What follows belongs to an exercise in optimizing a design on an open flow for small area, a short achievable clock period and few clock cycles; a production flow would make more cautious choices.
Where RTL was checked, it was by simulation tests only, not by an equivalence proof against the original.
No functional check of the RTL was part of runs 5 and 6.
No activity file was given, so power comes from the tool's default toggle rates.

==> flow/design.v <==
`timescale 1 ns / 1 ps
module freqcalccore_v1_0_S00_AXI #
	(
		parameter integer FHT_B = 7,
		parameter integer FHT_N = 2 ** FHT_B,
		parameter IDLE = 3'b000,
		parameter PRELOAD = 3'b001,
		parameter PREMULT_1 = 3'b010,
		parameter PREMULT_2 = 3'b011,
		parameter ACCUMULATION = 3'b100,
		parameter SQUARING = 3'b101,
		parameter CONVERSION = 3'b110,
		parameter FIND_MAX = 3'b111,
		parameter integer PDM_DIV = 2,
		parameter integer SAMPLE_DIV = 256,
		parameter integer C_S_AXI_DATA_WIDTH	= 32,
		parameter integer C_S_AXI_ADDR_WIDTH	= 4
	)
	(
		input wire pdm_data,
		output wire pdm_clk,
		output wire pdm_lrsel,
		output wire led0,
		output wire led1,
		input wire  S_AXI_ACLK,
		input wire  S_AXI_ARESETN,
		input wire [C_S_AXI_ADDR_WIDTH-1 : 0] S_AXI_AWADDR,
		input wire [2 : 0] S_AXI_AWPROT,
		input wire  S_AXI_AWVALID,
		output wire  S_AXI_AWREADY,
		input wire [C_S_AXI_DATA_WIDTH-1 : 0] S_AXI_WDATA,
		input wire [(C_S_AXI_DATA_WIDTH/8)-1 : 0] S_AXI_WSTRB,
		input wire  S_AXI_WVALID,
		output wire  S_AXI_WREADY,
		output wire [1 : 0] S_AXI_BRESP,
		output wire  S_AXI_BVALID,
		input wire  S_AXI_BREADY,
		input wire [C_S_AXI_ADDR_WIDTH-1 : 0] S_AXI_ARADDR,
		input wire [2 : 0] S_AXI_ARPROT,
		input wire  S_AXI_ARVALID,
		output wire  S_AXI_ARREADY,
		output wire [C_S_AXI_DATA_WIDTH-1 : 0] S_AXI_RDATA,
		output wire [1 : 0] S_AXI_RRESP,
		output wire  S_AXI_RVALID,
		input wire  S_AXI_RREADY
	);
    localparam [767:0] CLS_TBL = 768'hf7df7cf3cf3cefbefbebaebae78e37db5d75d34cf2cb1c2eb6db6db6cb2cb2baebaa9a69a289e79e69a59648e38a181f7de79e79e75d75d71c71b6db69a6596185d7595513491400000000000000000000000000000000000000000000000000;
    localparam [1151:0] THR_TBL = 1152'h6eefdccff777fdeeff7fdfe3fff9fffebfffbbfff9fffffffffffffffffffffffffffffffffffffffffffffffffffff9fffbbffebfff9fffe3fff7fdfdeeff777fdccff6eefdab7f66cfd8abd5e9f16a3b567e949b84e5d92935463d118b3421c90871420c50830420c10830420c10830420c50871421c918b3463d129354e5d949b8567e96a3b5e9f18abd66cfdab7f;
    function [16:0] sq9;
        input [8:0] a;
        begin
            sq9 = 17'({(a[0] & a[8]), (a[0] & a[7]), (a[0] & a[6]), (a[0] & a[5]), (a[0] & a[4]), (a[0] & a[3]), (a[0] & a[2]), (a[0] & a[1]), 1'b0, a[0]})
                + 17'({(a[1] & a[8]), (a[1] & a[7]), (a[1] & a[6]), (a[1] & a[5]), (a[1] & a[4]), (a[1] & a[3]), (a[1] & a[2]), 1'b0, a[1], 1'b0, 1'b0})
                + 17'({(a[2] & a[8]), (a[2] & a[7]), (a[2] & a[6]), (a[2] & a[5]), (a[2] & a[4]), (a[2] & a[3]), 1'b0, a[2], 1'b0, 1'b0, 1'b0, 1'b0})
                + 17'({(a[3] & a[8]), (a[3] & a[7]), (a[3] & a[6]), (a[3] & a[5]), (a[3] & a[4]), 1'b0, a[3], 1'b0, 1'b0, 1'b0, 1'b0, 1'b0, 1'b0})
                + 17'({(a[4] & a[8]), (a[4] & a[7]), (a[4] & a[6]), (a[4] & a[5]), 1'b0, a[4], 1'b0, 1'b0, 1'b0, 1'b0, 1'b0, 1'b0, 1'b0, 1'b0})
                + 17'({(a[5] & a[8]), (a[5] & a[7]), (a[5] & a[6]), 1'b0, a[5], 1'b0, 1'b0, 1'b0, 1'b0, 1'b0, 1'b0, 1'b0, 1'b0, 1'b0, 1'b0})
                + 17'({(a[6] & a[8]), (a[6] & a[7]), 1'b0, a[6], 1'b0, 1'b0, 1'b0, 1'b0, 1'b0, 1'b0, 1'b0, 1'b0, 1'b0, 1'b0, 1'b0, 1'b0})
                + 17'({(a[7] & a[8]), 1'b0, a[7], 1'b0, 1'b0, 1'b0, 1'b0, 1'b0, 1'b0, 1'b0, 1'b0, 1'b0, 1'b0, 1'b0, 1'b0, 1'b0, 1'b0})
                + 17'({a[8], 1'b0, 1'b0, 1'b0, 1'b0, 1'b0, 1'b0, 1'b0, 1'b0, 1'b0, 1'b0, 1'b0, 1'b0, 1'b0, 1'b0, 1'b0, 1'b0});
        end
    endfunction
    function ge6;
        input [5:0] a;
        input [5:0] b;
        integer n;
        reg r;
        begin
            r = 1'b1;
            for (n = 0; n < 6; n = n + 1)
                r = (a[n] & ~b[n]) | (~(a[n] ^ b[n]) & r);
            ge6 = r;
        end
    endfunction
    wire clk = S_AXI_ACLK;
    wire rstn = S_AXI_ARESETN;
    reg bvalid, rvalid;
    reg [1:0] raddr;
    reg [5:0] out_k;         
    reg [17:0] out_amp;      
    reg [5:0] cache_k;       
    reg [17:0] cache_amp;
    wire wr_hs = S_AXI_AWVALID & S_AXI_WVALID & ~bvalid;
    wire rd_hs = S_AXI_ARVALID & ~rvalid;
    wire wr_nz = (S_AXI_WSTRB[0] & (|S_AXI_WDATA[7:0])) | (S_AXI_WSTRB[1] & (|S_AXI_WDATA[15:8])) |
                 (S_AXI_WSTRB[2] & (|S_AXI_WDATA[23:16])) | (S_AXI_WSTRB[3] & (|S_AXI_WDATA[31:24]));
    wire start = wr_hs & (S_AXI_AWADDR[3:2] == 2'd3) & wr_nz;
    assign S_AXI_AWREADY = ~bvalid;
    assign S_AXI_WREADY  = ~bvalid;
    assign S_AXI_BVALID  = bvalid;
    assign S_AXI_BRESP   = 2'b00;
    assign S_AXI_ARREADY = ~rvalid;
    assign S_AXI_RVALID  = rvalid;
    assign S_AXI_RRESP   = 2'b00;
    assign S_AXI_RDATA   = (raddr == 2'd1) ? {23'd0, out_k, 3'd0} :
                           (raddr == 2'd2) ? {14'd0, out_amp} : 32'd0;
    always @(posedge clk) begin
        if (!rstn) begin
            bvalid <= 1'b0;
            rvalid <= 1'b0;
            out_k <= 6'd0;
            out_amp <= 18'd0;
        end else begin
            if (wr_hs) bvalid <= 1'b1;
            else if (S_AXI_BREADY) bvalid <= 1'b0;
            if (rd_hs) rvalid <= 1'b1;
            else if (S_AXI_RREADY) rvalid <= 1'b0;
            if (start) begin
                out_k <= cache_k;
                out_amp <= cache_amp;
            end
        end
    end
    always @(posedge clk) if (rd_hs) raddr <= S_AXI_ARADDR[3:2];
    reg [7:0] cnt;           
    reg [6:0] acc;           
    wire bnd = (cnt == 8'd255);
    assign pdm_clk = ~cnt[0];
    assign led0 = ~cnt[0];
    assign led1 = pdm_data;
    assign pdm_lrsel = 1'b0;
    always @(posedge clk) begin
        if (!rstn) cnt <= 8'd0;
        else cnt <= cnt + 8'd1;
        if (cnt[0]) acc <= bnd ? 7'd0 : acc + {6'd0, pdm_data};
    end
    reg [767:0] ring;
    reg [5:0] hold;
    reg pending, clr;
    reg [6:0] ptr;
    wire ins = pending & (ptr[3:0] == 4'd15);
    wire [6:0] ptr1 = ptr + 7'd1;
    wire [2:0] wsel = ins ? ptr1[6:4] : ptr[6:4];
    always @(posedge clk) begin
        if (!rstn) begin
            pending <= 1'b0;
            clr <= 1'b0;
            ptr <= 7'd0;
        end else begin
            clr <= ins;
            if (bnd) pending <= 1'b1;
            else if (ins) pending <= 1'b0;
            if (!clr) ptr <= ptr1;
        end
        if (bnd) hold <= CLS_TBL[6*acc +: 6];
    end
    genvar gq;
    generate
        for (gq = 0; gq < 128; gq = gq + 1) begin : g_ring
            if ((gq % 16) == 0) begin : g_ins
                wire here = (ins | clr) & (wsel == (gq / 16));
                always @(posedge clk)
                    ring[6*gq +: 6] <= here ? (ins ? hold : 6'd0) : ring[6*((gq + 127) % 128) +: 6];
            end else begin : g_sh
                always @(posedge clk)
                    ring[6*gq +: 6] <= ring[6*((gq + 127) % 128) +: 6];
            end
        end
    endgenerate
    localparam [167:0] TPL = 168'hddafd77cdcf17fbcf2d576a908805b2c4988d4e14f;
    localparam [95:0] REG2 = 96'hefdecfb7ab642058139a89dc;
    localparam [23:0] FIRSTR2 = 24'h3c401c;
    reg run_i;
    reg [4:0] s_i;
    reg [3:0] d_i;
    wire [6:0] ptr3 = ptr + 7'd3;
    wire go = ~run_i & ~pending & ~clr & (cnt >= 8'd14) & (cnt <= 8'd40) & (ptr3[2:0] == 3'd0);
    wire wrap_i = (s_i == 5'd23);
    wire last_i = (d_i == 4'd9) & (s_i == 5'd9);
    always @(posedge clk) begin
        if (!rstn) begin
            run_i <= 1'b0;
            s_i <= 5'd0;
            d_i <= 4'd0;
        end else if (go) begin
            run_i <= 1'b1;
            s_i <= 5'd1;
            d_i <= 4'd0;
        end else if (run_i) begin
            if (last_i) run_i <= 1'b0;
            s_i <= wrap_i ? 5'd0 : s_i + 5'd1;
            if (wrap_i) d_i <= d_i + 4'd1;
        end
    end
    wire [4:0] s_n = go ? 5'd0 : s_i;
    wire [3:0] d_n = go ? 4'd0 : d_i;
    wire [6:0] tpl = TPL[7*s_n +: 7];
    wire [2:0] ty_n = tpl[6:4];
    wire [6:0] b7 = {3'd0, d_n};
    reg [6:0] xb;
    always @(*) begin
        case (ty_n)
            3'd0, 3'd2, 3'd4: xb = b7;                   
            3'd1:    xb = 7'd1 - b7;                      
            3'd3:    xb = 7'd16 + b7;                     
            3'd5:    xb = 7'd0 - b7;                      
            3'd6:    xb = 7'd16 - b7;                     
            default: xb = 7'd48 + b7;                     
        endcase
    end
    wire item_n = (run_i | go) & (d_n != 4'd9);
    reg [6:0] xb_x;
    reg lag_x;
    always @(posedge clk) begin
        xb_x <= xb;
        lag_x <= tpl[0];
    end
    reg [6:0] jx_r, x_r;
    reg lag_r;
    wire [6:0] ptr2 = ptr + 7'd2;
    always @(posedge clk) begin
        jx_r <= (ptr2 - {6'd0, lag_x}) * xb_x;
        x_r <= xb_x;
        lag_r <= lag_x;
    end
    reg [27:0] m_r;
    reg [1:0] x2_s;
    reg lag_s;
    genvar gu, gk;
    generate
        for (gu = 0; gu < 4; gu = gu + 1) begin : g_m
            wire [3:0] ux = gu * x_r[3:0];
            always @(posedge clk) m_r[7*gu +: 7] <= jx_r - {ux, 3'b000};
        end
    endgenerate
    always @(posedge clk) begin
        x2_s <= x_r[1:0];
        lag_s <= lag_r;
    end
    reg [47:0] t_r;
    generate
        for (gu = 0; gu < 4; gu = gu + 1) begin : g_t
            wire [6:0] m0 = m_r[7*gu +: 7];
            wire [5:0] m32 = m0[5:0] + 6'd32;
            wire [17:0] th0 = THR_TBL[18*m0[5:0] +: 18];
            wire [17:0] th1 = THR_TBL[18*m32 +: 18];
            wire [17:0] tho = x2_s[0] ? th1 : th0;
            for (gk = 0; gk < 4; gk = gk + 1) begin : g_k
                wire [1:0] kx = gk * x2_s;
                wire [6:0] mk = m0 - {kx, 5'b00000};
                wire ng = (mk >= 7'd49) && (mk <= 7'd111);
                wire [17:0] th = (gk % 2 == 1) ? tho : th0;
                wire [5:0] xa = lag_s ? ring[6*(8*gu+32*gk+1) +: 6] : ring[6*(8*gu+32*gk) +: 6];
                wire a1 = ge6(xa, th[17:12]), a2 = ge6(xa, th[11:6]), a3 = ge6(xa, th[5:0]);
                wire [1:0] fa = {a2, (a1 & ~a2) | a3};
                always @(posedge clk)
                    t_r[3*(gu+4*gk) +: 3] <= ng ? (3'd0 - {1'b0, fa}) : {1'b0, fa};
            end
        end
    endgenerate
    reg it_s0, it_s1, it_e1, it_e2, it_e3;
    reg run_s0, run_s1, run_e1;
    reg go_s0, go_s1;
    reg [4:0] s_e1;
    reg [3:0] d_e1;
    always @(posedge clk) begin
        if (!rstn) begin
            it_s0 <= 1'b0; it_s1 <= 1'b0; it_e1 <= 1'b0; it_e2 <= 1'b0; it_e3 <= 1'b0;
            run_s0 <= 1'b0; run_s1 <= 1'b0; run_e1 <= 1'b0;
            go_s0 <= 1'b0; go_s1 <= 1'b0;
        end else begin
            it_s0 <= item_n; it_s1 <= it_s0; it_e1 <= it_s1; it_e2 <= it_e1; it_e3 <= it_e2;
            run_s0 <= run_i | go; run_s1 <= run_s0; run_e1 <= run_s1;
            go_s0 <= go; go_s1 <= go_s0;
        end
        if (go_s1) begin
            s_e1 <= 5'd0;
            d_e1 <= 4'd0;
        end else if (s_e1 == 5'd23) begin
            s_e1 <= 5'd0;
            d_e1 <= d_e1 + 4'd1;
        end else begin
            s_e1 <= s_e1 + 5'd1;
        end
    end
    integer i;
    reg signed [6:0] vsum;
    always @(*) begin
        vsum = 7'sd0;
        for (i = 0; i < 16; i = i + 1)
            vsum = vsum + {{4{t_r[3*i+2]}}, t_r[3*i +: 3]};
    end
    reg signed [6:0] vsum_r;
    always @(posedge clk) vsum_r <= vsum;
    wire [3:0] rg3 = REG2[4*s_e1 +: 4];
    wire first3 = FIRSTR2[s_e1];
    wire signed [7:0] vx = {vsum_r[6], vsum_r};
    reg signed [6:0] iu0, iu4, iw0, iw4, itb2, itb6, itc2, itc6;
    reg signed [7:0] pb, qb, pm, qm, pc, qc, pd, qd;
    reg signed [7:0] acc_in;
    always @(*) begin
        case (rg3[2:0])
            3'd0: acc_in = pb;
            3'd1: acc_in = qb;
            3'd2: acc_in = pm;
            3'd3: acc_in = qm;
            3'd4: acc_in = pc;
            3'd5: acc_in = qc;
            3'd6: acc_in = pd;
            default: acc_in = qd;
        endcase
    end
    wire signed [7:0] acc_out = (first3 ? 8'sd0 : acc_in) + vx;
    always @(posedge clk) begin
        if (it_e3) begin
            case (rg3)
                4'd0: iu0 <= vsum_r;
                4'd1: iu4 <= vsum_r;
                4'd2: iw0 <= vsum_r;
                4'd3: iw4 <= vsum_r;
                4'd4: itb2 <= vsum_r;
                4'd5: itb6 <= vsum_r;
                4'd6: itc2 <= vsum_r;
                4'd7: itc6 <= vsum_r;
                4'd8: pb <= acc_out;
                4'd9: qb <= acc_out;
                4'd10: pm <= acc_out;
                4'd11: qm <= acc_out;
                4'd12: pc <= acc_out;
                4'd13: qc <= acc_out;
                4'd14: pd <= acc_out;
                default: qd <= acc_out;
            endcase
        end
    end
    reg signed [8:0] c_o1, c_o33, c_t2c, c_o17, c_t2b, c_o113;
    always @(posedge clk) begin
        if (run_e1) begin
            if (s_e1 == 5'd18) c_o1 <= pm + qm;
            if (s_e1 == 5'd20) c_o33 <= pb - qb;
            if (s_e1 == 5'd20) c_t2c <= itc2 - itc6;
            if (s_e1 == 5'd2) c_o17 <= pc + qc;
            if (s_e1 == 5'd6) c_t2b <= itb2 - itb6;
            if (s_e1 == 5'd6) c_o113 <= pd - qd;
        end
    end
    reg [2:0] pp;      
    always @(*) begin
        case (s_e1)
            5'd13: pp = 3'd1;
            5'd18: pp = 3'd2;
            5'd20: pp = 3'd3;
            5'd0: pp = 3'd4;
            5'd2: pp = 3'd5;
            5'd4: pp = 3'd6;
            5'd6: pp = 3'd7;
            default: pp = 3'd0;
        endcase
    end
    wire [3:0] own = pp[2] ? (d_e1 - 4'd1) : d_e1;    
    wire [5:0] b6 = {2'd0, own};
    wire bp = pp[2];
    wire [6:0] op_t2 = bp ? itc2 : itb2;
    wire [6:0] op_t6 = bp ? itc6 : itb6;
    wire [8:0] op_tt = bp ? c_t2b : c_t2c;
    reg [7:0] op_p, op_q;
    reg [8:0] op_c;
    reg nu, nt, np, nq, nt2, nc;
    reg [5:0] k_p;
    reg v_p;
    always @(*) begin
        nu = bp;
        case (pp)
            3'd1: begin op_p = pb; op_q = qb; op_c = c_o1;   nt = 1'b0; np = 1'b1; nq = 1'b1; nt2 = 1'b0; nc = 1'b1; k_p = 6'd0 - b6;  v_p = (own >= 4'd2); end
            3'd2: begin op_p = pm; op_q = qm; op_c = c_o33;  nt = 1'b1; np = 1'b0; nq = 1'b1; nt2 = 1'b1; nc = 1'b1; k_p = b6 + 6'd31; v_p = (own >= 4'd1); end
            3'd3: begin op_p = pm; op_q = qm; op_c = c_o33;  nt = 1'b1; np = 1'b1; nq = 1'b0; nt2 = 1'b1; nc = 1'b0; k_p = 6'd32 - b6; v_p = (own >= 4'd1); end
            3'd4: begin op_p = pd; op_q = qd; op_c = c_o17;  nt = 1'b1; np = 1'b0; nq = 1'b0; nt2 = 1'b0; nc = 1'b1; k_p = b6 + 6'd47; v_p = (own >= 4'd1); end
            3'd5: begin op_p = pd; op_q = qd; op_c = c_o17;  nt = 1'b1; np = 1'b1; nq = 1'b1; nt2 = 1'b0; nc = 1'b0; k_p = 6'd16 - b6; v_p = (own >= 4'd1); end
            3'd6: begin op_p = pc; op_q = qc; op_c = c_o113; nt = 1'b0; np = 1'b0; nq = 1'b1; nt2 = 1'b1; nc = 1'b0; k_p = b6 + 6'd15; v_p = (own >= 4'd1); end
            3'd7: begin op_p = pc; op_q = qc; op_c = c_o113; nt = 1'b0; np = 1'b1; nq = 1'b0; nt2 = 1'b1; nc = 1'b1; k_p = 6'd48 - b6; v_p = (own >= 4'd1); end
            default: begin op_p = pb; op_q = qb; op_c = c_o1; nt = 1'b0; np = 1'b0; nq = 1'b0; nt2 = 1'b0; nc = 1'b0; k_p = 6'd0; v_p = 1'b0; end
        endcase
    end
    wire [9:0] e_u0 = {{3{iu0[6]}}, iu0};
    wire [9:0] e_u4 = {{3{iu4[6]}}, iu4} ^ {10{nu}};
    wire [9:0] e_t2 = {{3{op_t2[6]}}, op_t2} ^ {10{nt}};
    wire [9:0] e_t6 = {{3{op_t6[6]}}, op_t6} ^ {10{nt}};
    wire [9:0] e_p = {{2{op_p[7]}}, op_p} ^ {10{np}};
    wire [9:0] e_q = {{2{op_q[7]}}, op_q} ^ {10{nq}};
    wire [9:0] e_w0 = {{3{iw0[6]}}, iw0};
    wire [9:0] e_w4 = {{3{iw4[6]}}, iw4} ^ {10{nu}};
    wire [9:0] e_tt = {op_tt[8], op_tt} ^ {10{nt2}};
    wire [9:0] e_c = {op_c[8], op_c} ^ {10{nc}};
    wire [2:0] one1 = {2'd0, nu} + {1'b0, nt, 1'b0} + {2'd0, np} + {2'd0, nq};
    wire [1:0] one2 = {1'b0, nu} + {1'b0, nt2} + {1'b0, nc};
    wire [9:0] bin1 = e_u0 + e_u4 + e_t2 + e_t6 + e_p + e_q + {7'd0, one1};
    wire [9:0] bin2 = e_w0 + e_w4 + e_tt + e_c + {8'd0, one2};
    wire pair_e1 = run_e1 & (pp != 3'd0) & v_p & (own <= 4'd8);
    reg [9:0] b1_r, b2_r;
    reg [5:0] k1_r;
    reg v1_r;
    always @(posedge clk) begin
        if (!rstn) v1_r <= 1'b0;
        else v1_r <= pair_e1;
        if (pair_e1) begin
            b1_r <= bin1;
            b2_r <= bin2;
            k1_r <= k_p;
        end
    end
    reg va_r, vq_r, vp_r;
    always @(posedge clk) begin
        if (!rstn) begin
            va_r <= 1'b0;
            vq_r <= 1'b0;
            vp_r <= 1'b0;
        end else begin
            va_r <= v1_r;
            vq_r <= va_r;
            vp_r <= vq_r;
        end
    end
    wire [9:0] bq = va_r ? b2_r : b1_r;
    wire [8:0] cq = bq[8:0] ^ {9{bq[9]}};
    wire [16:0] sq = sq9(cq) + (bq[9] ? {7'd0, cq, 1'b1} : 17'd0);
    reg [16:0] sqa_r, sqb_r;
    reg [17:0] p0_r;
    reg signed [10:0] s_r;
    reg [5:0] k2_r;
    always @(posedge clk) begin
        if (v1_r) sqa_r <= sq;
        if (va_r) begin
            sqb_r <= sq;
            s_r <= {b1_r[9], b1_r} + {b2_r[9], b2_r};
            k2_r <= k1_r;
        end
        if (vq_r) p0_r <= {1'b0, sqa_r} + {1'b0, sqb_r};
    end
    wire v2_r = vp_r;
    wire [17:0] s2 = {{6{s_r[10]}}, s_r, 1'b0};
    wire [17:0] s4 = {{5{s_r[10]}}, s_r, 2'b00};
    wire [53:0] pd3 = {p0_r + s4 + 18'd8, p0_r + s2 + 18'd2, p0_r};
    reg [53:0] mx;
    reg [17:0] mk;
    wire clr_cand = go;
    genvar gd;
    generate
        for (gd = 0; gd < 3; gd = gd + 1) begin : g_c
            wire [17:0] pv = pd3[18*gd +: 18];
            wire [17:0] mv = mx[18*gd +: 18];
            wire [5:0] kv = mk[6*gd +: 6];
            wire better = {pv, ~k2_r} > {mv, ~kv};    
            always @(posedge clk) begin
                if (clr_cand) begin
                    mx[18*gd +: 18] <= 18'd0;
                    mk[6*gd +: 6] <= 6'd0;
                end else if (v2_r & better) begin
                    mx[18*gd +: 18] <= pv;
                    mk[6*gd +: 6] <= k2_r;
                end
            end
        end
    endgenerate
    wire [1:0] dsel = (acc >= 7'd91) ? 2'd2 : (acc >= 7'd46) ? 2'd1 : 2'd0;
    always @(posedge clk) begin
        if (bnd) begin
            cache_k <= mk[6*dsel +: 6];
            cache_amp <= mx[18*dsel +: 18];
        end
    end
endmodule
==> flow/flow/run.sh <==
#!/bin/bash
# Own layout flow: the standard flow (standard.sh, unchanged synthesis), with repair_timing
# aiming at a tighter setup margin so that the layout's reg-to-reg and port paths come out
# shorter.  The clock period and the constraints are the design's (constraint.sdc).
set -euo pipefail
MARGIN=$(cat flow/margin.txt 2>/dev/null || echo 6)
bash standard.sh SETUP_SLACK_MARGIN=$MARGIN TNS_END_PERCENT=100 finish > standard_make.log 2>&1
==> flow/flow/margin.txt <==
6.8
==> flow/standard.sh <==
#!/bin/bash
# synth_recipe.tcl (not shown) runs the flow's synth.tcl, then flattens the netlist and writes it again
# the make line also repeats each setting of config.mk as NAME=value (left out here)
make -C /OpenROAD-flow-scripts/flow DESIGN_CONFIG=/design/flow/config.mk WORK_HOME=/design/flow/orfs CLKGATE_MAP_FILE= SYNTH_SCRIPT=/design/flow/synth_recipe.tcl "${@:-finish}"
==> flow/config.mk <==
export PLATFORM = sky130hd
export DESIGN_NAME = freqcalccore_v1_0_S00_AXI
export DESIGN_NICKNAME = freqcalccore_v1_0_S00_AXI
export VERILOG_FILES = /design/flow/design.v
export SDC_FILE = /design/flow/constraint.sdc
export NUM_CORES = 8
export LEC_CHECK = 0
export CAP_MARGIN = 20
export CORE_MARGIN = 2
export CORE_UTILIZATION = 50
export CTS_BUF_LIST = sky130_fd_sc_hd__clkbuf_8
export PLACE_DENSITY = 0.75
export SLEW_MARGIN = 20
==> flow/constraint.sdc <==
create_clock -name core_clock -period 12.0 [get_ports {S_AXI_ACLK}]
set_input_delay 2.4000 -clock core_clock [delete_from_list [all_inputs] [get_ports {S_AXI_ACLK}]]
set_output_delay 2.4000 -clock core_clock [all_outputs]
set_load 0.01 [all_outputs]
==> results of run 1 <==
cell type report:
cell class	instances	area [um^2]	area share (%)
Tap cell	1600	2000	2.98
Clock buffer	235	3230	4.82
Inverter	416	1570	2.34
Multi-Input combinational cell	3482	28300	42.2
Sequential cell	1315	29400	43.8
Timing Repair Buffer	151	1500	2.24
Antenna cell	4	10.0	0.0149
Clock inverter	130	1100	1.64
where the power goes:
part / total, uW / switching [uW] / leakage, uW / internal [uW]
logic: 154 / 89.1 / 0.0159 / 65.4
registers: 4540 / 15.1 / 0.0109 / 4520
clock network: 3870 / 1820 / 0.00245 / 2040
kinds of logic (layout without fill, tap and decap cells):
logic type | after synthesis | in the layout | synth area share [%]
other | 1 | 23 | 0.00627
AOI/OAI and AO/OA | 1067 | 1067 | 11.2
buffers and inverters | 632 | 932 | 4.22
muxes | 344 | 344 | 6.34
xor gates and xnor gates | 273 | 273 | 4.01
DFF | 1315 | 1315 | 49.1
and+or+nand+nor | 1069 | 1069 | 8.53
adders and majority gates | 710 | 710 | 16.7
timing repair:
action	4_1_cts	5_1_grt
resized for setup	54	36
gates cloned	2	2
setup endpoints to repair	98	79
setup buffers	17	13
pin swaps	16	13
sequential cells by signal (all words and copies together) (netlist names), 10 cells and up:
register	flops
ring	768
mx	54
t_r	48
cache_amp	18
mk	18
out_amp	18
p0_r	18
m_r	17
sqa_r	16
sqb_r	16
s_r	11
b1_r	10
b2_r	10
cell usage in the layout, fill, tap and decap left out, types with 15 or more instances in the layout:
cell type        synthesis  final
nor2_1                 355    353
buf_4                   26     63
clkbuf_8                 0    235
and2_1                  76     76
o21ai_0                258    248
a22oi_1                 16     16
a221oi_1                20     20
o21bai_1                21     21
or2_2                   38     38
conb_1                   1     19
nand2_1                244    242
a211oi_1                65     64
xor2_1                  72     72
nand3_1                 74     74
nand4_1                 28     28
mux2_2                 156    156
edfxtp_1               304    304
inv_1                  409    475
a21o_1                  78     77
nand2b_1                40     39
fa_1                   144    143
nor2b_1                 98     97
a22o_1                  17     17
o211ai_1                27     27
mux2i_1                175    173
o31ai_1                 15     15
clkinv_2                 0     16
dfxtp_1               1011   1004
o21a_1                  54     54
clkdlybuf4s50_1          0     70
o22ai_1                 30     30
xnor2_1                200    196
a21oi_1                334    325
ha_1                   566    558
a31oi_1                 25     23
nor3_1                  40     40
and3_1                  23     23
clkinv_1                 3     15
worst min-delay path by stage:
stage	slack, ns	start	endpoint
after floorplan	0.31	lag_r$_DFF_P_	lag_s$_DFF_P_
after global placement	0.31	ring[749]$_DFF_P_	ring[755]$_DFF_P_
after detailed placement	0.31	lag_r$_DFF_P_	lag_s$_DFF_P_
after CTS	0.22	ring[421]$_DFF_P_	ring[427]$_DFF_P_
after global routing	0.23	ring[420]$_DFF_P_	ring[426]$_DFF_P_
final	0.24	ring[421]$_DFF_P_	ring[427]$_DFF_P_
per-layer routing:
layer	vias to the layer above	track usage [%]	share of wire, %
met2	1153	36.1	45
met1	19205	31.9	46
met4	0	7.40	2.6
met5	-	0	0
li1	19131	-	-
met3	233	3.78	6.1
per-stage QoR:
stage	cell area [um^2]	utilization [%]	hold WS, ns	power [uW]	cells
2_1_floorplan	59900	-	0.310	4740	5429
3_3_place_gp	62100	52.4	0.309	4780	6930
3_5_place_dp	62100	52.4	0.312	4780	6930
4_1_cts	66800	56.4	0.225	8640	7314
5_1_grt	67100	56.7	0.229	8850	7332
6_report	67100	56.7	0.238	8560	7333
==> flow_summary.toml, run 1 <==
[timing]
rsz0062_at_grt = "yes"
fin_skew_ns = 0.112
drv_slew = 0
setup_viol = 0
tightest_slew_ns = 1.11
relSlewSlack_pct = 24.8
hold_violations = 0
setup_ws_ns = 6.86
fmax_mhz = 195
period_minus_slack_ns = 5.14
tns_ns = 0
fin_crit_sh_pct = 42.8

[synth]
synth.cells.most_frequent = "dfxtp_1, ha_1, inv_1, nor2_1, a21oi_1"
synthArstFlopShare_pct = 0
yosysSeqAreaShare_pct = 49.1
synth-main-ff-cell = "dfxtp_1"
syn_area_mm2 = 0.0598
syn_area_per_cell_um2 = 11.1
yosysUniqueCellTypes = 89
synth.most_common_cell = "dfxtp_1"
syn_inst = 5411
yosysTopAreaCell = "dfxtp_1"
netlist.area_leader.share_pct = 33.8
yosys_warnings = 1
synth_seq_cells = 1315
synth_edf_count = 304
synthTopCellsByArea = "dfxtp_1, edfxtp_1, ha_1"

[global_route]
grt_pass1_wl_um = 216000
gr-usage-all-layers_pct = 22.8
grt_overflow = 0
antenna_found_initial = 4
grt_max_degree = 82
grt_pass1_vias = 38944

[critical_path]
path_max_fanout = 2
end_kind = "output pin"
reg2reg_to = "b1_r[8]$_DFFE_PP_"
startpoint = "pdm_data"
crit_family = "buffers and inverters"
crit_slowest_cell = "clkdlybuf4s15_1"
arrival_ns = 2.74
endpoint = "led1"
reg2reg_setup_slack_ns = 6.91
r2r_start = "s_e1[0]$_SDFF_PP0_"
required_ns = 9.60
cp_cell_sequence = "clkdlybuf4s15_1 -> buf_2"
rr_worst_depth = 25
startpoint_type = "primary input"
cp_num_cells = 2
critPathMaxStageDelay_ns = 0.19
crit_type = "in2out"
cp.buffers_inverters = 2

[clock_tree]
clock-root-buffer = "clkbuf_8"
cts_sinks = 1315
cts_hold_buf = 0
clk_latency_ns = 0.97
cts_tree = "built"
cts_buffer_depth = 3
clkTransAtPathRegs_ns = 0.06
cts_max_level = 4
numCtsBuffers = 198

[power]
p_per_area_mw_per_mm2 = 128
ir_drop_uv = 117
p_leak_uw = 0.0292

[route]
totalWireLength_um = 141000
via_per_inst = 5.42
drtAntennaViolNets = 0
vias = 39722
drt_first_pass_iters = 6
drc_errors = 0
avgRoutedWirePerCell_um = 19.2
first_iter_violations = 3079

[floorplanning]
pin_count = 103
start_util_pct = 50.5
dieArea_mm2 = 0.122
row_count = 126
die-width_um = 350
core_area_mm2 = 0.118
dieHeight_um = 350

[placed_design]
dpl_worst_slack_ns = 5.29
hpwl_um = 103000
gp_congestion = 0.963
portBuffers = 73

[cells_and_area]
syn2layout_area_growth_pct = 12.1
drive_gt1_share_pct = 11.2
fillers = 9639
fin_nets = 6332

[outcome]
status = "complete, no violations"

[min_path]
hold_class = "reg2reg"
hold-path-cell-count = 0

[flow_run]
maxCapViolCount = 0
Testbench counts, summed over its fixed seeds: cycles 180.
==> run 2: changes to the inputs <==
--- a/flow/config.mk
+++ b/flow/config.mk
@@ -5,6 +5,7 @@
 export SDC_FILE = /design/flow/constraint.sdc
 export NUM_CORES = 8
 export LEC_CHECK = 0
+export ABC_AREA = 1
 export CAP_MARGIN = 20
 export CORE_MARGIN = 2
 export CORE_UTILIZATION = 50
==> run 2 against run 1 <==
- still clean
- power increased by 4.2%
- via count increased by 5.5%
- combinational power increased to 3.2 times the previous value
- clock-buffer cell count decreased by 5
- register-to-register slack improved by 0.05 ns
- sequential share of layout area increased by 0.28 points
==> flow_summary.toml, run 2 <==
[timing]
tightest_slew_ns = 1.21
tns_ns = 0
fin_crit_sh_pct = 43.2
drv_slew = 0
period_minus_slack_ns = 5.18
setup_viol = 0
setup_ws_ns = 6.82
fin_skew_ns = 0.0674
rsz0062_at_grt = "yes"
fmax_mhz = 193
hold_violations = 0
relSlewSlack_pct = 18.3

[global_route]
grt_overflow = 0
gr-usage-all-layers_pct = 24.0
grt_pass1_wl_um = 225000
antenna_found_initial = 7
grt_max_degree = 75
grt_pass1_vias = 40626

[cells_and_area]
regMostFlops = "ring"
largest_reg_flops = 768
design_area_mm2 = 0.0667
layout_common_cells = "nand2_1, dfxtp_1, inv_1, ha_1, o21ai_0"
stdcell_count = 8065
layout_commonest_cell = "nand2_1"
reg.largest.list = "ring: 768 flops, mx: 54 flops, t_r: 48 flops"
fin_nets = 7137
drive_gt1_share_pct = 8.40
syn2layout_area_growth_pct = 12.0
fillers = 9954

[min_path]
hold-path-cell-count = 0
hold_class = "reg2reg"

[synth]
synth.cells.most_frequent = "nand2_1, dfxtp_1, inv_1, ha_1, o21ai_0"
synthArstFlopShare_pct = 0
netlist.area_leader.share_pct = 34.0
synth-main-ff-cell = "dfxtp_1"
yosysUniqueCellTypes = 70
synth_seq_cells = 1315
syn_inst = 6181
yosys_warnings = 1
synth_edf_count = 304
yosysTopAreaCell = "dfxtp_1"
syn_area_per_cell_um2 = 9.62
yosysSeqAreaShare_pct = 49.4
synth.most_common_cell = "nand2_1"
syn_area_mm2 = 0.0595
synthTopCellsByArea = "dfxtp_1, edfxtp_1, ha_1"

[floorplanning]
pin_count = 103
start_util_pct = 50.4
dieArea_mm2 = 0.122
die-width_um = 349
dieHeight_um = 349
core_area_mm2 = 0.118
row_count = 126

[critical_path]
crit_type = "in2out"
reg2reg_setup_slack_ns = 6.96
crit_family = "buffers and inverters"
end_kind = "output pin"
reg2reg_to = "b1_r[9]$_DFFE_PP_"
cp.buffers_inverters = 2
startpoint = "pdm_data"
endpoint = "led1"
arrival_ns = 2.78
r2r_start = "s_e1[1]$_SDFF_PP0_"
startpoint_type = "primary input"
path_max_fanout = 2
cp_num_cells = 2
crit_slowest_cell = "dlygate4sd2_1"
rr_worst_depth = 28
critPathMaxStageDelay_ns = 0.24
required_ns = 9.60
cp_cell_sequence = "dlygate4sd2_1 -> buf_2"

[placed_design]
hpwl_um = 111000
dpl_worst_slack_ns = 5.08
gp_congestion = 0.972
dp_cells = 7667
dpl_cell_area_mm2 = 0.0617
portBuffers = 73

[route]
drtAntennaViolNets = 0
avgRoutedWirePerCell_um = 18.2
vias = 41900
drt_first_pass_iters = 6
via_per_inst = 5.20
totalWireLength_um = 147000
drc_errors = 0
first_iter_violations = 3236

[clock_tree]
numCtsBuffers = 198
cts_buffer_depth = 3
cts_tree = "built"
cts_sinks = 1315
cts_hold_buf = 0
clock-root-buffer = "clkbuf_8"
cts_max_level = 4
clk_latency_ns = 0.95
clkTransAtPathRegs_ns = 0.06

[flow_run]
maxCapViolCount = 0

[power]
p_per_area_mw_per_mm2 = 134
p_leak_uw = 0.0306
ir_drop_uv = 115

[outcome]
status = "complete, no violations"
## run 2: cell types whose count changed after synthesis, moves of 68 or more
cell,before,now
xor2_1,72,194
nand2_1,244,1135
xnor2_1,200,60
inv_1,409,826
o21ai_0,258,441
mux2_2,156,80
a21o_1,78,10
mux2i_1,175,39
and2_1,76,2
nor2b_1,98,0
nand3_1,74,191
## run 2: area by class of cell
cell class,instances,area [um^2],area share (%)
inverters,846,3210,4.82
well taps,1536,1920,2.88
repair buffers,131,1240,1.87
flip-flops and latches,1315,29400,44.1
diodes,3,7.51,0.0113
clock buffers,230,3170,4.75
clock inverters,127,1050,1.57
repair inverters,1,7.51,0.0113
multi-input cells,3876,26700,40.0
## run 2: per-layer routing
metal / global-route usage, % / wire [um]
met5: 0 / 19
met4: 7.11 / 3710
met1: 32.8 / 66900
met3: 5.22 / 10200
met2: 38.1 / 66200
## run 2: worst min path at each step
stage | from | end | slack [ns]
3_3_place_gp | ring[750]$_DFF_P_ | ring[756]$_DFF_P_ | 0.31
2_1_floorplan | lag_r$_DFF_P_ | lag_s$_DFF_P_ | 0.31
4_1_cts | ring[175]$_DFF_P_ | ring[181]$_DFF_P_ | 0.28
6_report | ring[354]$_DFF_P_ | ring[360]$_DFF_P_ | 0.29
3_5_place_dp | ring[112]$_DFF_P_ | ring[118]$_DFF_P_ | 0.31
5_1_grt | ring[540]$_DFF_P_ | ring[546]$_DFF_P_ | 0.30
## run 2: metrics by stage
stage | utilization (%) | total power (uW) | hold slack, ns
global route | 56.4 | 9250 | 0.297
global placement | 52.2 | 5190 | 0.310
CTS | 56.1 | 8990 | 0.279
floorplan | - | 5040 | 0.310
finish | 56.4 | 8920 | 0.287
detailed placement | 52.2 | 5200 | 0.312
## run 2: repair_timing
item,4_1_cts,5_1_grt
pin swaps,8,30
resized for setup,53,59
cloned,4,1
buffers inserted,13,19
setup endpoints to repair,51,54
## run 2: kinds of logic (layout without fill, tap and decap cells)
logic type / Yosys count / after routing / share of synthesized area (%)
adder cells (fa/ha/maj): 710 / 710 / 16.7
flip-flops: 1315 / 1315 / 49.4
buffers and inverters: 1011 / 1335 / 6.63
multiplexers: 119 / 119 / 2.17
XOR/XNOR: 257 / 257 / 3.82
AND/OR/NAND/NOR: 1801 / 1804 / 12.3
AO/OA/AOI/OAI: 967 / 967 / 8.96
other: 1 / 22 / 0.00630
## run 2: report_power, final
group | internal [uW] | switching (uW) | total (uW)
clock network | 2020 | 1780 | 3800
logic | 149 | 342 | 490
registers | 4600 | 24.4 | 4630
total | 6770 | 2140 | 8920
==> run 3: changes to the inputs <==
--- a/flow/config.mk
+++ b/flow/config.mk
@@ -5,10 +5,9 @@
 export SDC_FILE = /design/flow/constraint.sdc
 export NUM_CORES = 8
 export LEC_CHECK = 0
-export ABC_AREA = 1
 export CAP_MARGIN = 20
 export CORE_MARGIN = 2
-export CORE_UTILIZATION = 50
+export CORE_UTILIZATION = 60
 export CTS_BUF_LIST = sky130_fd_sc_hd__clkbuf_8
-export PLACE_DENSITY = 0.75
+export PLACE_DENSITY = 0.82
 export SLEW_MARGIN = 20
==> run 3 against run 2 <==
- first-iteration DRC count increased by 22%
- routed wire length decreased by 1.3%
- final cell count decreased by 13%
- flip-flop and latch count unchanged
- utilization increased by 12 points
- synthesized cell count decreased by 12%
==> flow_summary.toml, run 3 <==
[timing]
fin_hold_ws_ns = 0.249
rsz0062_at_grt = "yes"
fin_crit_sh_pct = 42.8
period_minus_slack_ns = 5.13
relSlewSlack_pct = 27.1
hold_violations = 0
fmax_mhz = 195
fin_skew_ns = 0.120
tns_ns = 0
drv_slew = 0
tightest_slew_ns = 1.09
setup_viol = 0

[synth]
yosysTopAreaCell = "dfxtp_1"
yosysSeqAreaShare_pct = 49.1
yosysUniqueCellTypes = 89
syn_area_per_cell_um2 = 11.1
synthArstFlopShare_pct = 0
syn_inst = 5411
synthTopCellsByArea = "dfxtp_1, edfxtp_1, ha_1"
synth_seq_cells = 1315
netlist.area_leader.share_pct = 33.8
syn_area_mm2 = 0.0598
synth.cells.most_frequent = "dfxtp_1, ha_1, inv_1, nor2_1, a21oi_1"
synth_edf_count = 304
synth.most_common_cell = "dfxtp_1"
synth-main-ff-cell = "dfxtp_1"
yosys_warnings = 1

[power]
p_total_uw = 8590
clkPwrFrac_pct = 45.4
p_seq_share_pct = 52.8
p_int_uw = 6660
p_sw_uw = 1930
ir_drop_uv = 116
switching_share_pct = 22.5
combPwrFrac_pct = 1.8
p_per_area_mw_per_mm2 = 128
p_leak_uw = 0.0293

[min_path]
hold-path-cell-count = 0
hold_class = "reg2reg"

[floorplanning]
start_util_pct = 60.7
die-width_um = 320
pin_count = 103
dieHeight_um = 320
dieArea_mm2 = 0.102
core_area_mm2 = 0.0986
row_count = 115

[route]
via_per_inst = 5.77
drtAntennaViolNets = 0
avgRoutedWirePerCell_um = 20.6
first_iter_violations = 3937
totalWireLength_um = 145000
drc_errors = 0
vias = 40639
drt_first_pass_iters = 14

[clock_tree]
cts_buffer_depth = 3
clkTransAtPathRegs_ns = 0.07
cts_max_level = 4
clk_latency_ns = 0.93
numCtsBuffers = 194
cts_sinks = 1315
cts_tree = "built"
clock-root-buffer = "clkbuf_8"

[flow_run]
maxCapViolCount = 0

[critical_path]
arrival_ns = 2.73
end_kind = "output pin"
crit_family = "buffers and inverters"
required_ns = 9.60
critPathMaxStageDelay_ns = 0.18
crit_type = "in2out"
startpoint_type = "primary input"
cp_num_cells = 2
cp.buffers_inverters = 2
path_max_fanout = 2
cp_cell_sequence = "clkdlybuf4s15_1 -> buf_2"
crit_slowest_cell = "clkdlybuf4s15_1"
rr_worst_depth = 15

[cells_and_area]
regMostFlops = "ring"
syn2layout_area_growth_pct = 12.0
largest_reg_flops = 768
reg.largest.list = "ring: 768 flops, mx: 54 flops, t_r: 48 flops"
design_area_mm2 = 0.0670
layout_common_cells = "dfxtp_1, ha_1, inv_1, nor2_1, a21oi_1"
stdcell_count = 7038
layout_commonest_cell = "dfxtp_1"
fin_nets = 6346
fillers = 6719
drive_gt1_share_pct = 12.2

[global_route]
grt_overflow = 0
antenna_found_initial = 5
gr-usage-all-layers_pct = 27.8
grt_pass1_vias = 40634
grt_max_degree = 82
grt_pass1_wl_um = 222000

[placed_design]
dp_cells = 6615
dpl_cell_area_mm2 = 0.0617
portBuffers = 73
gp_congestion = 0.997
hpwl_um = 101000

[outcome]
status = "complete, no violations"
## run 3: cell count changes in the layout (fill, tap and decap cells not counted), sizes merged, moves of 124 or more
cell   change
inv      -429
o21ai    -189
mux2i    +136
xnor2    +140
nand2    -898
xor2     -124
## run 3: cell type report
| type | instances | area (um^2) | share of cell area, % |
|---|---|---|---|
| sequential | 1315 | 29400 | 43.8 |
| multi-input combinational | 3482 | 28400 | 42.3 |
| clock buffer | 250 | 3440 | 5.13 |
| timing repair buffer | 169 | 1720 | 2.57 |
| tap | 1287 | 1610 | 2.40 |
| inverter | 416 | 1580 | 2.36 |
| clock inverter | 117 | 936 | 1.40 |
| antenna | 2 | 5.00 | 0.00747 |
## run 3: worst paths after layout
| kind | slack, ns | end | from |
|---|---|---|---|
| max | 6.87 | led1 | pdm_data |
| min reg2reg | 0.25 | ring[452]$_DFF_P_ | ring[446]$_DFF_P_ |
| max reg2reg | 6.88 | sqa_r[16]$_DFFE_PP_ | b1_r[9]$_DFFE_PP_ |
| min | 0.25 | ring[452]$_DFF_P_ | ring[446]$_DFF_P_ |
## run 3: per-layer routing
metal	track usage [%]	share of wire [%]	vias to the layer above
met1	36.6	42	19503
met2	44.9	46	1620
met3	5.83	8.1	362
met5	0	0	-
met4	11.5	3.8	0
li1	-	-	19154
## run 3: metrics by stage
step                      worst slack, ns  util (%)
after global placement               5.79      62.6
after detailed placement             5.64      62.6
after global routing                 6.68      68.0
after floorplan                      6.82         -
final                                6.87      68.0
after CTS                            6.67      67.4
## run 3: power by group through the flow
stage	Sequential, uW	Combinational (uW)	Clock (uW)
3_3_place_gp	4630	145	0
2_1_floorplan	4620	111	0
4_1_cts	4540	151	3960
6_report	4540	154	3900
3_5_place_dp	4630	149	0
5_1_grt	4540	168	4140
## run 3: logic make-up (layout without fill, tap and decap cells)
family | count (synthesis) | count (layout) | synth area share (%)
buffers and inverters | 632 | 952 | 4.22
muxes | 344 | 344 | 6.34
and+or+nand+nor | 1069 | 1069 | 8.53
other | 1 | 21 | 0.00627
DFF | 1315 | 1315 | 49.1
xor gates and xnor gates | 273 | 273 | 4.01
AOI/OAI and AO/OA | 1067 | 1067 | 11.2
adders and majority gates | 710 | 710 | 16.7
## run 3: timing repair
action / CTS / global route
hold buffers: 0 / 0
buffers inserted: 9 / 38
resized for setup: 51 / 60
setup endpoints to repair: 80 / 69
cloned: 3 / 4
endpoints found under the hold margin: 0 / 0
pin swaps: 4 / 29
==> run 4: changes to the inputs <==
--- a/flow/config.mk
+++ b/flow/config.mk
@@ -7,7 +7,7 @@
 export LEC_CHECK = 0
 export CAP_MARGIN = 20
 export CORE_MARGIN = 2
-export CORE_UTILIZATION = 60
+export CORE_UTILIZATION = 40
 export CTS_BUF_LIST = sky130_fd_sc_hd__clkbuf_8
-export PLACE_DENSITY = 0.82
+export PLACE_DENSITY = 0.6
 export SLEW_MARGIN = 20
==> run 4 against run 3 <==
- clock power grew 5%
- register-to-register slack better by 0.02 ns
- routed wire length is 0.62% higher
- flip-flop and latch count is the same
- power is 2.3% higher
- sequential share of layout area decreased by 0.61 points
- die area grew 49%
- synthesized cell count stayed put
- largest power group unchanged
==> flow_summary.toml, run 4 <==
[clock_tree]
cts_tree = "built"
cts_hold_buf = 0
clock-root-buffer = "clkbuf_8"
clkTransAtPathRegs_ns = 0.06
cts_sinks = 1315
clk_latency_ns = 0.97
cts_buffer_depth = 3
numCtsBuffers = 207
cts_max_level = 4

[power]
p_per_area_mw_per_mm2 = 129
ir_drop_uv = 105
p_leak_uw = 0.0294
p_total_uw = 8790

[critical_path]
cp.buffers_inverters = 2
r2r_start = "s_e1[1]$_SDFF_PP0_"
cp_cell_sequence = "clkdlybuf4s15_1 -> buf_2"
arrival_ns = 2.73
end_kind = "output pin"
critPathMaxStageDelay_ns = 0.18
startpoint = "pdm_data"
reg2reg_setup_slack_ns = 6.90
crit_slowest_cell = "clkdlybuf4s15_1"
crit_family = "buffers and inverters"
path_max_fanout = 2
startpoint_type = "primary input"
required_ns = 9.60
crit_type = "in2out"

[cells_and_area]
regMostFlops = "ring"
syn2layout_area_growth_pct = 13.6
drive_gt1_share_pct = 12.3
largest_reg_flops = 768
layout_common_cells = "dfxtp_1, ha_1, inv_1, nor2_1, a21oi_1"
fin_nets = 6349
reg.largest.list = "ring: 768 flops, mx: 54 flops, t_r: 48 flops"
layout_commonest_cell = "dfxtp_1"

[floorplanning]
dieArea_mm2 = 0.153
dieHeight_um = 391
row_count = 141
die-width_um = 391
start_util_pct = 40.4
pin_count = 103
core_area_mm2 = 0.148

[route]
totalWireLength_um = 146000
drc_errors = 0
via_per_inst = 5.11
first_iter_violations = 2599
drt_first_pass_iters = 6
avgRoutedWirePerCell_um = 19.0
vias = 39297
drtAntennaViolNets = 0

[placed_design]
dpl_worst_slack_ns = 5.74
gp_congestion = 0.922
portBuffers = 73
hpwl_um = 107000

[global_route]
gr-usage-all-layers_pct = 18.9
grt_overflow = 0
antenna_found_initial = 5
grt_pass1_wl_um = 223000
grt_pass1_vias = 38821
grt_max_degree = 77

[timing]
fin_crit_sh_pct = 42.8
period_minus_slack_ns = 5.13
fin_hold_ws_ns = 0.262
drv_slew = 0
tns_ns = 0
rsz0062_at_grt = "yes"
tightest_slew_ns = 1.06
fmax_mhz = 195
fin_skew_ns = 0.0908
hold_violations = 0
relSlewSlack_pct = 29.4
setup_viol = 0
setup_ws_ns = 6.87

[synth]
yosysSeqAreaShare_pct = 49.1
synth_seq_cells = 1315
netlist.area_leader.share_pct = 33.8
yosysUniqueCellTypes = 89
synth.cells.most_frequent = "dfxtp_1, ha_1, inv_1, nor2_1, a21oi_1"
synth-main-ff-cell = "dfxtp_1"
synthArstFlopShare_pct = 0
yosysTopAreaCell = "dfxtp_1"
syn_inst = 5411
syn_area_per_cell_um2 = 11.1
synth.most_common_cell = "dfxtp_1"
synth_edf_count = 304
syn_area_mm2 = 0.0598
yosys_warnings = 1
synthTopCellsByArea = "dfxtp_1, edfxtp_1, ha_1"

[min_path]
hold_class = "reg2reg"
min_from = "ring[742]$_DFF_P_"

[outcome]
status = "complete, no violations"

[flow_run]
maxCapViolCount = 0
==> run 4: worst register-to-register path: stages, from the launching register on <==
cell,delay [ns]
dfxtp_4,0.40
inv_4,0.06
ha_4,0.18
buf_6,0.13
o21ai_4,0.16
buf_12,0.14
buf_4,0.13
nand2_4,0.09
buf_12,0.17
nor2_2,0.10
a21oi_2,0.06
xnor2_1,0.23
fa_1,0.48
fa_1,0.55
inv_1,0.05
fa_1,0.49
inv_2,0.06
fa_2,0.40
nand2_1,0.07
nand2_1,0.07
a21oi_2,0.17
o21ai_0,0.09
a21oi_1,0.24
o21bai_1,0.11
a21oi_2,0.14
xnor2_1,0.08
==> run 4: through the flow <==
stage / cells / util, % / area (um^2)
floorplan: 5429 / - / 59900
global placement: 7264 / 42.2 / 62500
detailed placement: 7264 / 42.2 / 62500
CTS: 7666 / 45.6 / 67500
global route: 7684 / 45.9 / 68000
finish: 7685 / 45.9 / 68000
==> run 4: worst paths after layout <==
kind | endpoint | depth (start not counted)
worst min-delay path | ring[748]$_DFF_P_ | 0
worst max-delay path | led1 | 2
worst max register to register | b1_r[8]$_DFFE_PP_ | 25
worst min register to register | ring[748]$_DFF_P_ | 0
==> run 4: final cells by class <==
| class | count | area [um^2] |
|---|---|---|
| fillers | 13614 | 80200 |
| flip-flops and latches | 1315 | 29400 |
| inverters | 416 | 1570 |
| clock inverters | 134 | 1240 |
| multi-input cells | 3483 | 28400 |
| repair buffers | 158 | 1590 |
| well taps | 1930 | 2410 |
| diodes | 2 | 5.00 |
| clock buffers | 247 | 3400 |
==> run 4: power by group <==
| group | switching, uW | internal, uW |
|---|---|---|
| clock | 1870 | 2220 |
| combinational | 89.6 | 65.4 |
| sequential | 17.0 | 4520 |
==> run 4: layer usage <==
layer | track usage, % | share of wire [%]
met3 | 3.52 | 5.7
met2 | 29.9 | 45
met5 | 0 | 0.0082
met1 | 26.5 | 47
met4 | 5.34 | 2.1
==> run 4: kinds of logic (layout without fill, tap and decap cells) <==
| kind of cell | count (synthesis) | after routing | synth area share, % |
|---|---|---|---|
| simple gates | 1069 | 1069 | 8.53 |
| compound gates | 1067 | 1068 | 11.2 |
| xor+xnor | 273 | 273 | 4.01 |
| mux | 344 | 344 | 6.34 |
| flops | 1315 | 1315 | 49.1 |
| other cells | 1 | 21 | 0.00627 |
| buf+inv | 632 | 955 | 4.22 |
| fa+ha+maj | 710 | 710 | 16.7 |
==> run 4: repair_timing <==
action                                  CTS  global route
buffers inserted                         19            13
gates resized for setup                  41            64
endpoints found under the setup margin   74            68
pin swaps                                 6            25
cloned                                    2             4
endpoints found under the hold margin     0             0
==> run 5: changes to the inputs <==
--- a/flow/design.v
+++ b/flow/design.v
@@ -398,35 +398,31 @@
             k1_r <= k_p;
         end
     end
-    reg va_r, vq_r, vp_r;
+    reg va_r, vq_r;
     always @(posedge clk) begin
         if (!rstn) begin
             va_r <= 1'b0;
             vq_r <= 1'b0;
-            vp_r <= 1'b0;
         end else begin
             va_r <= v1_r;
             vq_r <= va_r;
-            vp_r <= vq_r;
         end
     end
     wire [9:0] bq = va_r ? b2_r : b1_r;
     wire [8:0] cq = bq[8:0] ^ {9{bq[9]}};
-    wire [16:0] sq = sq9(cq) + (bq[9] ? {7'd0, cq, 1'b1} : 17'd0);
-    reg [16:0] sqa_r, sqb_r;
     reg [17:0] p0_r;
     reg signed [10:0] s_r;
     reg [5:0] k2_r;
+    wire [17:0] pin = va_r ? p0_r : 18'd0;
     always @(posedge clk) begin
-        if (v1_r) sqa_r <= sq;
+        if (v1_r | va_r)
+            p0_r <= {1'b0, sq9(cq)} + (bq[9] ? {8'd0, cq, 1'b1} : 18'd0) + pin;
         if (va_r) begin
-            sqb_r <= sq;
             s_r <= {b1_r[9], b1_r} + {b2_r[9], b2_r};
             k2_r <= k1_r;
         end
-        if (vq_r) p0_r <= {1'b0, sqa_r} + {1'b0, sqb_r};
     end
-    wire v2_r = vp_r;
+    wire v2_r = vq_r;
     wire [17:0] s2 = {{6{s_r[10]}}, s_r, 1'b0};
     wire [17:0] s4 = {{5{s_r[10]}}, s_r, 2'b00};
     wire [53:0] pd3 = {p0_r + s4 + 18'd8, p0_r + s2 + 18'd2, p0_r};
--- a/flow/config.mk
+++ b/flow/config.mk
@@ -7,7 +7,7 @@
 export LEC_CHECK = 0
 export CAP_MARGIN = 20
 export CORE_MARGIN = 2
-export CORE_UTILIZATION = 40
+export CORE_UTILIZATION = 50
 export CTS_BUF_LIST = sky130_fd_sc_hd__clkbuf_8
-export PLACE_DENSITY = 0.6
+export PLACE_DENSITY = 0.75
 export SLEW_MARGIN = 20
==> run 5 against run 4 <==
- still clean on timing, DRC and antenna
- setup slack got worse by 0.45 ns
- first-iteration DRC count rose by 22%
- area after synthesis fell by 0.25%
- register-to-register slack got worse by 0.48 ns
- final cell count fell by 4.0%
- flip-flop and latch count fell by 33
- critical path type is now reg2reg
- critical endpoint is now p0_r[17]$_DFFE_PP_
- largest power group unchanged
- highest routed layer unchanged
==> flow_summary.toml, run 5 <==
[outcome]
status = "complete, no violations"

[power]
switching_share_pct = 22.5
p_per_area_mw_per_mm2 = 124
p_int_uw = 6490
p_leak_uw = 0.0292
p_sw_uw = 1880
combPwrFrac_pct = 2.4
p_seq_share_pct = 52.8
clkPwrFrac_pct = 44.8
ir_drop_uv = 111

[clock_tree]
clk_latency_ns = 0.92
cts_max_level = 4
clock-root-buffer = "clkbuf_8"
cts_sinks = 1282
cts_buffer_depth = 3
clkTransAtPathRegs_ns = 0.06
cts_tree = "built"
numCtsBuffers = 195

[cells_and_area]
fillers = 9620
reg.largest.list = "ring: 768 flops, mx: 54 flops, t_r: 48 flops"
fin_util_pct = 57.2
stdcell_count = 7381
layout_common_cells = "dfxtp_1, ha_1, inv_1, nor2_1, nand2_1"
syn2layout_area_growth_pct = 13.4
design_area_mm2 = 0.0677
layout_commonest_cell = "dfxtp_1"
largest_reg_flops = 768
fin_nets = 6451
regMostFlops = "ring"
drive_gt1_share_pct = 13.1

[critical_path]
required_ns = 12.67
crit_family = "adder cells"
crit_top_cell = "fa_1"
path_max_fanout = 7
critPathMaxStageDelay_ns = 0.52
reg2reg_setup_slack_ns = 6.42
end_kind = "flip-flop"
cp_cell_sequence = "buf_8 -> mux2i_4 -> ha_4 -> or2_4 -> fa_1 -> fa_1 -> inv_2 -> ha_4 -> ha_1 -> xor2_1 -> fa_1 -> ha_1 -> nor3_1 -> o21ai_0 -> a41oi_2 -> a21oi_2 -> a311o_1 -> a21oi_2 -> xnor2_1"
startpoint_type = "flip-flop"
cp.buffers_inverters = 2
crit_type = "reg2reg"
arrival_ns = 6.26
crit_slowest_cell = "fa_1"

[placed_design]
dpl_cell_area_mm2 = 0.0621
hpwl_um = 106000
gp_congestion = 0.976
dpl_worst_slack_ns = 5.70
portBuffers = 73
dp_cells = 6943

[global_route]
grt_pass1_vias = 39805
grt_pass1_wl_um = 222000
gr-usage-all-layers_pct = 23.4
antenna_found_initial = 6
grt_overflow = 0
grt_max_degree = 84

[timing]
fin_crit_sh_pct = 46.5
tightest_slew_ns = 1.03
fin_skew_ns = 0.0480
setup_viol = 0
relSlewSlack_pct = 31.0
drv_slew = 0
rsz0062_at_grt = "yes"
setup_ws_ns = 6.42
fmax_mhz = 179
period_minus_slack_ns = 5.58
tns_ns = 0
hold_violations = 0

[route]
avgRoutedWirePerCell_um = 19.6
totalWireLength_um = 144000
drtAntennaViolNets = 0
via_per_inst = 5.51
drt_first_pass_iters = 6
first_iter_violations = 3175
vias = 40633
drc_errors = 0

[synth]
synth.most_common_cell = "dfxtp_1"
syn_inst = 5486
netlist.area_leader.share_pct = 33.9
yosysTopAreaCell = "dfxtp_1"
yosysUniqueCellTypes = 89
syn_area_per_cell_um2 = 10.9
yosysSeqAreaShare_pct = 47.6
syn_area_mm2 = 0.0597
yosys_warnings = 1
synth.cells.most_frequent = "dfxtp_1, ha_1, inv_1, nor2_1, nand2_1"
synthTopCellsByArea = "dfxtp_1, edfxtp_1, ha_1"
synth-main-ff-cell = "dfxtp_1"
synth_seq_cells = 1282
synthArstFlopShare_pct = 0
synth_edf_count = 272

[min_path]
hold_class = "reg2reg"

[floorplanning]
pin_count = 103
dieHeight_um = 350
core_area_mm2 = 0.118
dieArea_mm2 = 0.122
start_util_pct = 50.5
die-width_um = 350
row_count = 126

[flow_run]
maxCapViolCount = 0
run 5: changes by cell type after synthesis, sizes merged, moves of 19 or more:
cell	delta
nand2	+47
a22oi	+21
o21a	+19
a21oi	-77
o22ai	+33
edfxtp	-32
nand3	-22
nor3	+30
nor2	-25
run 5: cell families after synthesis:
family	count (synthesis)	share of synthesized area (%)
AOI/OAI and AO/OA	1091	11.8
buffers and inverters	655	4.45
xor gates and xnor gates	264	3.87
muxes	349	6.44
other	1	0.00628
DFF	1282	47.6
and+or+nand+nor	1131	9.09
adders and majority gates	713	16.8
run 5: path summary, 6_finish.rpt:
check,endpoint,cells after the start,startpoint
worst min register to register,ring[419]$_DFF_P_,0,ring[413]$_DFF_P_
worst max register to register,p0_r[17]$_DFFE_PP_,19,va_r$_SDFF_PN0_
worst max-delay path,p0_r[17]$_DFFE_PP_,19,va_r$_SDFF_PN0_
worst min-delay path,ring[419]$_DFF_P_,0,ring[413]$_DFF_P_
run 5: what timing repair did:
item	in CTS	in global routing
buffers inserted	26	41
setup endpoints to repair	91	83
gates cloned	2	5
gates resized for setup	80	70
hold buffers	0	0
pin swaps	15	21
run 5: through the flow:
stage               hold WS, ns  power (uW)
detailed placement        0.312        4710
global route              0.297        8670
finish                    0.281        8370
global placement          0.310        4700
floorplan                 0.310        4650
CTS                       0.289        8460
run 5: area by class of cell:
cell class / count / area, um^2 / area share (%)
multi-input combinational: 3570 / 29600 / 43.7
sequential: 1282 / 28400 / 42.0
clock buffer: 233 / 3210 / 4.74
tap: 1536 / 1920 / 2.84
timing repair buffer: 200 / 1880 / 2.77
inverter: 431 / 1650 / 2.43
clock inverter: 127 / 1010 / 1.49
antenna: 2 / 5.00 / 0.00740
run 5: per-layer routing:
layer	share of wire [%]	track usage, %	up-vias
li1	-	-	19590
met1	45	32.0	19533
met2	45	36.6	1245
met3	6.7	5.07	263
met4	3.0	8.33	2
met5	0.0090	0	-
run 5: power groups by stage:
| stage | registers [uW] | logic [uW] | clock network, uW |
|---|---|---|---|
| global route | 4420 | 226 | 4020 |
| CTS | 4420 | 198 | 3840 |
| floorplan | 4500 | 149 | 0 |
| global placement | 4510 | 190 | 0 |
| detailed placement | 4510 | 196 | 0 |
| finish | 4420 | 203 | 3750 |
==> run 6: changes to the inputs <==
--- a/flow/config.mk
+++ b/flow/config.mk
@@ -5,6 +5,7 @@
 export SDC_FILE = /design/flow/constraint.sdc
 export NUM_CORES = 8
 export LEC_CHECK = 0
+export ABC_AREA = 1
 export CAP_MARGIN = 20
 export CORE_MARGIN = 2
 export CORE_UTILIZATION = 50
==> run 6 against run 5 <==
- clock-buffer cell count increased by 2
- combinational power increased to 54 times the previous value
- area after synthesis decreased by 1.5%
- sequential power increased by 17%
- critical path depth increased by 9
- setup slack improved by 0.076 ns
- worst hold slack improved by 0.0098 ns
- highest routed layer is now met4
- routed wire length increased by 0.11%
- largest power group is now combinational cells
- clock power about the same
==> flow_summary.toml, run 6 <==
[outcome]
status = "complete, no violations"

[route]
avgRoutedWirePerCell_um = 17.7
totalWireLength_um = 145000
drtAntennaViolNets = 0
via_per_inst = 5.16
drt_first_pass_iters = 6
first_iter_violations = 3240
drc_errors = 0
vias = 42192

[cells_and_area]
design_area_mm2 = 0.0670
layout_common_cells = "nand2_1, dfxtp_1, inv_1, ha_1, o21ai_0"
syn2layout_area_growth_pct = 14.0
layout_commonest_cell = "nand2_1"
reg.largest.list = "ring: 768 flops, mx: 54 flops, t_r: 48 flops"
largest_reg_flops = 768
regMostFlops = "ring"
drive_gt1_share_pct = 10.3
stdcell_count = 8173
fin_nets = 7251

[critical_path]
path_max_fanout = 7
crit_slowest_cell = "fa_1"
end_kind = "flip-flop"
crit_top_cell = "nor2_4"
critPathMaxStageDelay_ns = 0.50
startpoint_type = "flip-flop"
startpoint = "va_r$_SDFF_PN0_"
r2r_start = "va_r$_SDFF_PN0_"
crit_type = "reg2reg"
endpoint = "p0_r[16]$_DFFE_PP_"
rr_worst_depth = 28
required_ns = 12.65
arrival_ns = 6.16
reg2reg_to = "p0_r[16]$_DFFE_PP_"
reg2reg_setup_slack_ns = 6.49

[placed_design]
portBuffers = 73
gp_congestion = 0.965
dpl_cell_area_mm2 = 0.0612
hpwl_um = 108000
dp_cells = 7713

[global_route]
gr-usage-all-layers_pct = 23.5
grt_pass1_wl_um = 221000
antenna_found_initial = 5
grt_overflow = 0
grt_max_degree = 76
grt_pass1_vias = 40971

[synth]
synth.most_common_cell = "nand2_1"
synth_edf_count = 272
synth-main-ff-cell = "dfxtp_1"
yosysTopAreaCell = "dfxtp_1"
netlist.area_leader.share_pct = 34.4
synthTopCellsByArea = "dfxtp_1, edfxtp_1, ha_1"
synth_seq_cells = 1282
syn_area_mm2 = 0.0588
synth.cells.most_frequent = "nand2_1, dfxtp_1, inv_1, ha_1, o21ai_0"
yosys_warnings = 1
yosysSeqAreaShare_pct = 48.3
yosysUniqueCellTypes = 63
syn_inst = 6242
syn_area_per_cell_um2 = 9.42
synthArstFlopShare_pct = 0

[power]
p_sw_uw = 8210
p_total_uw = 19800
p_seq_share_pct = 25.9
p_int_uw = 11600
combPwrFrac_pct = 55.2
p_leak_uw = 0.0311
p_per_area_mw_per_mm2 = 296
clkPwrFrac_pct = 18.9
switching_share_pct = 41.4
ir_drop_uv = 1290

[timing]
fin_skew_ns = 0.0598
tns_ns = 0
drv_slew = 0
fmax_mhz = 182
relSlewSlack_pct = 25.5
tightest_slew_ns = 1.11
hold_violations = 0
period_minus_slack_ns = 5.51
fin_crit_sh_pct = 45.9
setup_viol = 0
rsz0062_at_grt = "yes"

[min_path]
hold-path-cell-count = 0
hold_class = "reg2reg"

[flow_run]
maxCapViolCount = 0

[floorplanning]
pin_count = 103
row_count = 125
die-width_um = 347
dieArea_mm2 = 0.120
core_area_mm2 = 0.116
dieHeight_um = 347
start_util_pct = 50.5

[clock_tree]
cts_tree = "built"
cts_buffer_depth = 3
clock-root-buffer = "clkbuf_8"
cts_sinks = 1282
clkTransAtPathRegs_ns = 0.06
numCtsBuffers = 197
cts_hold_buf = 0
cts_max_level = 4
clk_latency_ns = 0.93
-- run 6: cell count changes in the layout (fill, tap and decap cells not counted), sizes merged, moves of 64 or more --
cell,delta
nand2,+943
inv,+447
o21ai,+205
nand3,+148
mux2i,-140
xnor2,-127
xor2,+114
nor2b,-98
mux2,-80
and2,-78
a21o,-65
o21a,-64
-- run 6: kinds of logic after synthesis --
kind of cell,after synthesis,share of synthesized area (%)
AO/OA/AOI/OAI,946,8.74
XOR/XNOR,251,3.84
adder cells (fa/ha/maj),713,17.0
buffers and inverters,1033,6.87
flip-flops,1282,48.3
multiplexers,118,2.18
other,1,0.00638
AND/OR/NAND/NOR,1898,13.0
-- run 6: timing repair --
item	CTS	global route
pin swaps	40	59
setup buffers	39	49
resized for setup	105	105
endpoints found under the setup margin	59	45
gates cloned	3	1
-- run 6: critical path: cells and delay by family (launching register included) --
family                   cells  cell delay, ns
adder cells (fa/ha/maj)      7            2.74
buffers and inverters        4            0.37
flip-flops                   1            0.39
XOR/XNOR                     2            0.25
AND/OR/NAND/NOR             10            0.86
AO/OA/AOI/OAI                5            0.59
-- run 6: layer usage --
metal | global-route usage, % | vias to the layer above | share of wire (%)
met5 | 0 | - | 0
met4 | 7.06 | 0 | 2.2
met3 | 4.10 | 220 | 6.5
met2 | 37.3 | 1284 | 45
met1 | 32.8 | 19935 | 46
li1 | - | 20753 | -
-- run 6: cell type report --
class	count	area, um^2
Antenna cell	4	10.0
Clock buffer	235	3230
Clock inverter	129	940
Fill cell	9660	49300
Inverter	866	3300
Multi-Input combinational cell	3945	27400
Sequential cell	1282	28400
Tap cell	1524	1910
Timing Repair Buffer	187	1800
Timing Repair inverter	1	7.51
-- run 6: power by group through the flow --
stage | clock network (uW) | registers [uW] | logic [uW]
final | 3750 | 5150 | 10900
after global routing | 4020 | 5150 | 12100
after CTS | 3830 | 5150 | 8940
after detailed placement | 0 | 5230 | 8360
after global placement | 0 | 5230 | 8080
after floorplan | 0 | 5220 | 6110
-- run 6: how the worst min path moves through the flow --
stage,startpoint,end,slack (ns)
floorplan,lag_r$_DFF_P_,lag_s$_DFF_P_,0.31
global placement,ring[462]$_DFF_P_,ring[468]$_DFF_P_,0.31
detailed placement,ring[112]$_DFF_P_,ring[118]$_DFF_P_,0.31
CTS,ring[18]$_DFF_P_,ring[24]$_DFF_P_,0.29
global route,ring[89]$_DFF_P_,ring[95]$_DFF_P_,0.29
finish,ring[18]$_DFF_P_,ring[24]$_DFF_P_,0.29
-- run 6: metrics by stage --
step	hold WS [ns]	setup slack (ns)	util, %
after floorplan	0.310	6.63	-
after global placement	0.309	5.59	52.6
after detailed placement	0.312	5.53	52.6
after CTS	0.286	6.56	56.8
after global routing	0.286	6.25	57.6
final	0.290	6.49	57.6

## port drivers added, routing unchanged
The flow's constraints put no driver on any port. The routed layouts listed below were extracted and timed again, unchanged, in two steps.
Step 1: set_driving_cell puts a clkbuf_16 on S_AXI_ACLK and a buf_2 on each other input, an assumption about the parent block.
Step 2 moves the port delays by t, midway between the first and last clock arrival at a register: inputs arrive t later, outputs are due t later. That takes back most of the time a late clock gives input paths.
Slacks: ideal / step 1 / step 2; pairs: ideal / step 1.
run | t (ns) | setup slack, ns | worst register clock-pin slew, ns | pins driven straight from the clock port
run 1 | 0.992 | 6.860 / 6.831 / 6.831 | 0.08 / 0.08 | 1
run 2 | 0.988 | 6.820 / 6.795 / 6.795 | 0.08 / 0.08 | 1
run 3 | 0.931 | 6.870 / 6.840 / 6.840 | 0.07 / 0.07 | 1
run 4 | 0.991 | 6.867 / 6.842 / 6.842 | 0.07 / 0.07 | 1
run 5 | 0.972 | 6.416 / 6.416 / 6.416 | 0.08 / 0.08 | 1
run 6 | 0.963 | 6.493 / 6.493 / 6.493 | 0.07 / 0.07 | 1
After both steps setup and hold are still met in every run listed. The setup slack of run 3, which loses most, moves by -0.030 ns with the drivers and by -0.030 ns with both steps.
